Context: an optimization exercise on an open-source flow, tuned for small area and a short achievable clock period. The choices shown serve that exercise and are no tape-out recipe.
At most, simulation tests tie the RTL to the original design; equivalence was not proved.
Power and IR drop assume default switching activity.

ember:
==> flow/design.v (excerpt) <==
module work_zyq(CLK,rst,keystat,dataout);
	input CLK;
	input rst;
	input [4:0]keystat;
	output [31:0]dataout;
	reg [31:0]dataout;
	reg [14:0]first;       
	reg [2:0]preop;        
	reg [4:0]prestat;      
	wire is_add = preop == 3'b110;
	wire is_sub = preop == 3'b111;
	wire is_mul = preop == 3'b100;
	wire is_div = preop == 3'b101;
	wire is_none = ~preop[2];
	wire [14:0] second;
	zq_v4 uv(.d(dataout[15:0]), .v(second));
	wire subm = preop[0];
	wire addsub = is_add | is_sub;
	wire [28:0] prod;
	zq_mul15 umul(.a(first), .b(second & {15{is_mul}}), .ea(first & {15{addsub}}),
		.eb((second ^ {15{subm}}) & {15{addsub}}), .ci(addsub & subm), .p(prod));
	wire [14:0] u = prod[14:0];
	wire uco = prod[15];   
	wire gt = uco & |u;
	wire [14:0] mag;       
	zq_cneg #(15) uneg(.x(u), .n(~uco), .y(mag));
	wire [14:0] quo;
	zq_div15 udiv(.n(first), .d(second), .q(quo));
	wire [28:0] ans = {prod[28:16], prod[15] & ~is_sub, is_sub ? mag : prod[14:0]} |
	                  {14'd0, {15{is_div}} & quo};
	wire [31:0] bcd;
	zq_bcd29 ubcd(.b(ans), .d(bcd));
	wire neg = is_sub & ~gt;
	wire [4:0] nz;         
	assign nz[0] = |bcd[3:0];
	assign nz[1] = |bcd[7:4];
	assign nz[2] = |bcd[11:8];
	assign nz[3] = |bcd[15:12];
	assign nz[4] = |bcd[19:16];
	wire [5:1] sgn;
	assign sgn[1] = neg & ~|nz[4:1];
	assign sgn[2] = neg & nz[1] & ~|nz[4:2];
	assign sgn[3] = neg & nz[2] & ~|nz[4:3];
	assign sgn[4] = neg & nz[3] & ~nz[4];
	assign sgn[5] = neg & nz[4];
	wire dz = is_div & ~|second;
	wire [31:0] res = bcd | {8'd0, {4{sgn[5]}}, {4{sgn[4]}}, {4{sgn[3]}}, {4{sgn[2]}}, {4{sgn[1]}}, 4'd0};
	wire d_keep, d_shift, d_res, d_err, f_load, f_keep;
	wire [4:0] k_nx;
	zq_ctl uctl(.rst(rst), .keystat(keystat), .prestat(prestat), .dz(dz),
		.d_keep(d_keep), .d_shift(d_shift), .d_res(d_res), .d_err(d_err), .f_load(f_load), .f_keep(f_keep), .k_nx(k_nx));
	always @(posedge CLK) begin
		dataout <= ({32{d_keep}} & dataout) | ({32{d_shift}} & {dataout[27:0], keystat[3:0]}) |
		           ({32{d_res}} & res) | ({32{d_err}} & 32'h00000EDD);
		first <= ({15{f_keep}} & first) | ({15{f_load}} & second);
		preop <= ({3{f_keep}} & preop) | ({3{f_load}} & {1'b1, keystat[1:0]});
		prestat <= k_nx;
	end
endmodule
For scale: ~2500 cells after synthesis, ~39 I/O pins, about 0.016 mm2 of cells after synthesis.
clock: 220.0 ns
lec_check: 0
cap_margin: 20
core_margin: 2
core_utilization: 40
cts_cluster_diameter: 400
cts_cluster_size: 60
slew_margin: 20
standard.sh (not shown) runs the stock make flow with config.mk's settings and CLKGATE_MAP_FILE= SYNTH_SCRIPT=/design/flow/synth_recipe.tcl, a recipe that flattens the netlist after the stock synthesis.
==> flow/flow/run.sh <==
#!/bin/bash
# Own layout flow: the standard synthesis and layout, except that
#  - Yosys skips the quick ABC pass inside synth (-noabc), extracts full/half adder
#    cells only in the modules listed in flow/fa_modules.txt (kept apart until mapping,
#    then flattened like the rest), and maps the logic with the area-oriented ABC script
#    in flow/abc.script (no gate upsizing); the modules in flow/fast_modules.txt (the key
#    decoder zq_ctl) are mapped with ORFS's speed script;
#  - no buffers for module pass-through wires (modules are flattened after mapping);
#  - port buffers are buf_2 cells;
#  - the resizer's repair_timing aims at the slack in flow/margin.txt (the SDC's clock is
#    unchanged).
# Each tool's full output goes to a log file in the work folder.
set -euo pipefail
WORK=$(pwd)
FL=$WORK/flow
MARGIN=$(cat "$FL/margin.txt")
FAMODS=$(cat "$FL/fa_modules.txt")
FASTMODS=$(cat "$FL/fast_modules.txt")

sed -e "s#^source \$::env(SCRIPTS_DIR)/synth_preamble.tcl#source \$::env(SCRIPTS_DIR)/synth_preamble.tcl\nset abc_fast \$abc_args\nset abc_args [lreplace \$abc_args 1 1 $FL/abc.script]#" \
    -e "s#^  extract_fa {\*}\[dont_use_extract_fa_args\]\$#  extract_fa {*}[dont_use_extract_fa_args] $FAMODS#" \
    -e "s#^  log_cmd abc {\*}\$abc_args\$#  log_cmd abc {*}\$abc_fast $FASTMODS\n  log_cmd abc {*}\$abc_args \$::env(DESIGN_NAME) $FAMODS#" \
  "$FLOW_HOME/scripts/synth.tcl" > "$WORK/own_synth.tcl"
grep -q "lreplace \$abc_args 1 1" "$WORK/own_synth.tcl"
grep -q "abc_fast $FASTMODS" "$WORK/own_synth.tcl"
grep -q "extract_fa {\*}\[dont_use_extract_fa_args\] $FAMODS" "$WORK/own_synth.tcl"
sed "s#\$::env(SCRIPTS_DIR)/synth.tcl#$WORK/own_synth.tcl#" "$WORK/synth_recipe.tcl" > "$WORK/own_synth_recipe.tcl"
grep -q "own_synth.tcl" "$WORK/own_synth_recipe.tcl"
sed "s#SYNTH_SCRIPT=[^ ]*#SYNTH_SCRIPT=$WORK/own_synth_recipe.tcl#" "$WORK/standard.sh" > "$WORK/own_synth.sh"
grep -q "own_synth_recipe.tcl" "$WORK/own_synth.sh"

SYNTH_KEEP_MODULES="$FASTMODS $FAMODS" SYNTH_ARGS=-noabc SYNTH_INSBUF=0 bash "$WORK/own_synth.sh" synth > "$WORK/synth.log" 2>&1
export BUFFER_PORTS_ARGS="-buffer_cell sky130_fd_sc_hd__buf_2"
export SETUP_SLACK_MARGIN=$MARGIN
bash "$WORK/standard.sh" > "$WORK/layout.log" 2>&1
test -f "$WORK/out/final.def"
==> flow/flow/abc.script <==
strash
dch
amap
topo
==> flow/flow/fa_modules.txt <==
zq_mul15
==> flow/flow/fast_modules.txt <==
zq_ctl
==> flow/flow/margin.txt <==
174.6
The inputs of maple differ from those of ember as listed below.
Settings: removing CTS_CLUSTER_SIZE (formerly 60); removing CTS_CLUSTER_DIAMETER (formerly 400).
[summary]
- Delta (maple minus ember): die area closely matched the old numbers, area of all placed cells without fillers closely matched the old numbers, worst hold slack now sits at about the same level, worst setup slack for register-to-register paths saw little to no change.
- Total of plain and repair buffers excluding clock buffers came out exactly the same in maple and ember.
- Diff maple..ember | global-route usage | unchanged
- From ember to maple, time the final worst path needs with I/O delays and setup did not move at all.
The following lists how juniper was set up differently from maple:
Settings: putting CTS_CLUSTER_DIAMETER at 200 where nothing was set; putting CTS_CLUSTER_SIZE at 30 where nothing was set.
## What came out
Diff maple -> juniper: logic depth of the worst path, buffers included stayed essentially flat; power share of the clock group shows no meaningful change; total length of routed met2 wires about even. juniper -> maple: final area delta 0, exact match.
Changes in cedar relative to juniper:
Settings: a deleted CTS_CLUSTER_SIZE that had been 30; a deleted CTS_CLUSTER_DIAMETER that had been 200.
==> flow/flow/margin.txt <==
174.8
Results
- cedar ends up with lower wire length of the first global-routing pass than juniper does.
- Looking at global-route usage, cedar sits 0.19 points below juniper.
- Status: clock transition at the registers of the reported paths parity (juniper, cedar)
- Delta (cedar minus juniper): total wire length lower; count of vias placed by the detailed router stayed essentially flat; insertion delay to the later sink of the worst-skew pair level.
- cedar ended up with dataout[29] as its capture point of the critical path; juniper ended up with preop[0].
- The estimated power of cedar ends up higher than the estimate for juniper.

========
v4:
Another version of the RTL of work_zyq (not shown whole).
Size: roughly 55 flip-flops, roughly 16000 sq um of cells after synthesis.
Design work_zyq, start of the top module:
module work_zyq(CLK,rst,keystat,dataout);
	input CLK;
	input rst;
	input [4:0]keystat;
	output [31:0]dataout;
	reg [31:0]dataout;
	reg [14:0]first;       
	reg [2:0]preop;        
	reg [4:0]prestat;      
	wire [14:0] second;
	zq_v4 uv(.d(dataout[15:0]), .v(second));
	wire subm = preop[0];
	wire [14:0] u;
	wire uco;              
	zq_rca #(15) uas(.a(first), .b(second ^ {15{subm}}), .ci(subm), .s(u), .co(uco));
	wire gt = uco & |u;
	wire [14:0] mag;       
	zq_cneg #(15) uneg(.x(u), .n(~uco), .y(mag));
	wire [15:0] sum = {uco, u};
	wire [28:0] prod;
	zq_mul15 umul(.a(first), .b(second), .p(prod));
	wire [14:0] quo;
	zq_div15 udiv(.n(first), .d(second), .q(quo));
	wire is_add = preop == 3'b110;
	wire is_sub = preop == 3'b111;
	wire is_mul = preop == 3'b100;
	wire is_div = preop == 3'b101;
	wire is_none = ~preop[2];
	wire [28:0] ans = ({29{is_add}} & {13'd0, sum}) |
	                  ({29{is_sub}} & {14'd0, mag}) |
	                  ({29{is_mul}} & prod) |
	                  ({29{is_div}} & {14'd0, quo}) |
	                  ({29{is_none}} & {14'd0, first});
	wire [31:0] bcd;
	zq_bcd29 ubcd(.b(ans), .d(bcd));
	wire neg = is_sub & ~gt;
	wire [4:0] nz;         
	assign nz[0] = |bcd[3:0];
	assign nz[1] = |bcd[7:4];
	assign nz[2] = |bcd[11:8];
	assign nz[3] = |bcd[15:12];
	assign nz[4] = |bcd[19:16];
	wire [5:1] sgn;
	assign sgn[1] = neg & ~|nz[4:1];
  ...
clock: 220.0 ns
lec_check: 0
cap_margin: 20
core_margin: 2
core_utilization: 40
slew_margin: 20
==> flow/flow/run.sh <==
#!/bin/bash
# Own layout flow: the standard synthesis and layout, except that
#  - Yosys skips the quick ABC pass inside synth (-noabc) and extracts full/half adder
#    cells only in the modules listed in flow/fa_modules.txt (kept apart until mapping,
#    then flattened like the rest);
#  - ABC maps the logic with the area-oriented script flow/abc.script (no gate upsizing),
#    except the modules in flow/fast_modules.txt (if any), mapped with ORFS's speed script;
#  - port buffers are buf_2 cells;
#  - the resizer's repair_timing aims at the slack in flow/margin.txt (the SDC's clock is
#    unchanged).
# Each tool's full output goes to a log file in the work folder.
set -euo pipefail
WORK=$(pwd)
FL=$WORK/flow
MARGIN=$(cat "$FL/margin.txt")
FAMODS=$(cat "$FL/fa_modules.txt")
FASTMODS=$(cat "$FL/fast_modules.txt" 2>/dev/null || true)

ABCCALL="  log_cmd abc {*}\$abc_args \$::env(DESIGN_NAME) $FAMODS"
if [[ -n "$FASTMODS" ]]; then
  ABCCALL="  log_cmd abc {*}\$abc_fast $FASTMODS\n$ABCCALL"
fi
sed -e "s#^source \$::env(SCRIPTS_DIR)/synth_preamble.tcl#source \$::env(SCRIPTS_DIR)/synth_preamble.tcl\nset abc_fast \$abc_args\nset abc_args [lreplace \$abc_args 1 1 $FL/abc.script]#" \
    -e "s#^  extract_fa {\*}\[dont_use_extract_fa_args\]\$#  extract_fa {*}[dont_use_extract_fa_args] $FAMODS#" \
    -e "s#^  log_cmd abc {\*}\$abc_args\$#$ABCCALL#" \
  "$FLOW_HOME/scripts/synth.tcl" > "$WORK/own_synth.tcl"
grep -q "lreplace \$abc_args 1 1" "$WORK/own_synth.tcl"
grep -q "log_cmd abc {\*}\$abc_args \$::env(DESIGN_NAME)" "$WORK/own_synth.tcl"
grep -q "extract_fa {\*}\[dont_use_extract_fa_args\] $FAMODS" "$WORK/own_synth.tcl"
sed "s#\$::env(SCRIPTS_DIR)/synth.tcl#$WORK/own_synth.tcl#" "$WORK/synth_recipe.tcl" > "$WORK/own_synth_recipe.tcl"
grep -q "own_synth.tcl" "$WORK/own_synth_recipe.tcl"
sed "s#SYNTH_SCRIPT=[^ ]*#SYNTH_SCRIPT=$WORK/own_synth_recipe.tcl#" "$WORK/standard.sh" > "$WORK/own_synth.sh"
grep -q "own_synth_recipe.tcl" "$WORK/own_synth.sh"

SYNTH_KEEP_MODULES="$FASTMODS $FAMODS" SYNTH_ARGS=-noabc bash "$WORK/own_synth.sh" synth > "$WORK/synth.log" 2>&1
export BUFFER_PORTS_ARGS="-buffer_cell sky130_fd_sc_hd__buf_2"
export SETUP_SLACK_MARGIN=$MARGIN
bash "$WORK/standard.sh" > "$WORK/layout.log" 2>&1
test -f "$WORK/out/final.def"
==> flow/flow/fast_modules.txt <==
==> flow/flow/margin.txt <==
174.6
Scripts as last shown in full above: flow/flow/abc.script, flow/flow/fa_modules.txt
The following lists how v39 was set up differently from v4:
--- a/flow/flow/run.sh
+++ b/flow/flow/run.sh
@@ -3 +3 @@
-#  - Yosys skips the quick ABC pass inside synth (-noabc) and extracts full/half adder
+#  - Yosys skips the quick ABC pass inside synth (-noabc), extracts full/half adder
@@ -5,3 +5,3 @@
-#    then flattened like the rest);
-#  - ABC maps the logic with the area-oriented script flow/abc.script (no gate upsizing),
-#    except the modules in flow/fast_modules.txt (if any), mapped with ORFS's speed script;
+#    then flattened like the rest), and maps the logic with the area-oriented ABC script
+#    in flow/abc.script (no gate upsizing); the next-state module zq_ctl is mapped with
+#    ORFS's speed script;
@@ -17 +16,0 @@
-FASTMODS=$(cat "$FL/fast_modules.txt" 2>/dev/null || true)
@@ -19,4 +17,0 @@
-ABCCALL="  log_cmd abc {*}\$abc_args \$::env(DESIGN_NAME) $FAMODS"
-if [[ -n "$FASTMODS" ]]; then
-  ABCCALL="  log_cmd abc {*}\$abc_fast $FASTMODS\n$ABCCALL"
-fi
@@ -25 +20 @@
-    -e "s#^  log_cmd abc {\*}\$abc_args\$#$ABCCALL#" \
+    -e "s#^  log_cmd abc {\*}\$abc_args\$#  log_cmd abc {*}\$abc_fast zq_ctl\n  log_cmd abc {*}\$abc_args \$::env(DESIGN_NAME) $FAMODS#" \
@@ -28 +23 @@
-grep -q "log_cmd abc {\*}\$abc_args \$::env(DESIGN_NAME)" "$WORK/own_synth.tcl"
+grep -q "abc_fast zq_ctl" "$WORK/own_synth.tcl"
@@ -35 +30 @@
-SYNTH_KEEP_MODULES="$FASTMODS $FAMODS" SYNTH_ARGS=-noabc bash "$WORK/own_synth.sh" synth > "$WORK/synth.log" 2>&1
+SYNTH_KEEP_MODULES="zq_ctl $FAMODS" SYNTH_ARGS=-noabc bash "$WORK/own_synth.sh" synth > "$WORK/synth.log" 2>&1
removed: flow/flow/fast_modules.txt
--- outcome ---
- v39: no failed stages, no open violations at the end
- Detail-routed net length per standard cell: v39 vs v4 up about 3%
- Compared with v4, in v39 layout overhead on the synthesized area decreased 3.7 points, post-route clock period utilization essentially unchanged, sequential share of layout area essentially unchanged.
No run of this note included a check of the RTL's function; only the layout flow was run.

## afterwards: timing with drivers on the ports
Ports are ideal in the flow. The routed layouts listed here were re-timed in OpenROAD. Step 1 (the two cells are an assumption about what drives the block):
set clk [get_ports {CLK}]
set_driving_cell -lib_cell sky130_fd_sc_hd__clkbuf_16 $clk
set_driving_cell -lib_cell sky130_fd_sc_hd__buf_2 [delete_from_list [all_inputs] $clk]
Step 2 moves the port delays by t, midway between the first and last clock arrival at a register: inputs arrive t later, outputs are due t later. That takes back most of the time a late clock gives input paths. Slacks: ideal ports / drivers / drivers and shift; pairs: ideal ports / drivers.
run	t, ns	setup slack, ns	worst register clock-pin slew, ns	worst slew at a driven data input, ns	cell pins on the clock port's net
ember	0.348	174.665 / 174.692 / 174.344	0.08 / 0.08	0.03	1
maple	0.348	174.665 / 174.692 / 174.344	0.08 / 0.08	0.03	1
juniper	0.348	174.665 / 174.692 / 174.344	0.08 / 0.08	0.03	1
cedar	0.347	174.768 / 174.770 / 174.423	0.08 / 0.08	0.06	1
v4	0.358	174.602 / 174.583 / 174.225	0.09 / 0.09	0.12	1
v39	0.343	174.684 / 174.695 / 174.352	0.08 / 0.08	0.04	1
After both steps every run listed still meets setup and hold. For v4, which loses most, drivers alone change the setup slack by -0.019 ns; drivers and shift together by -0.377 ns.
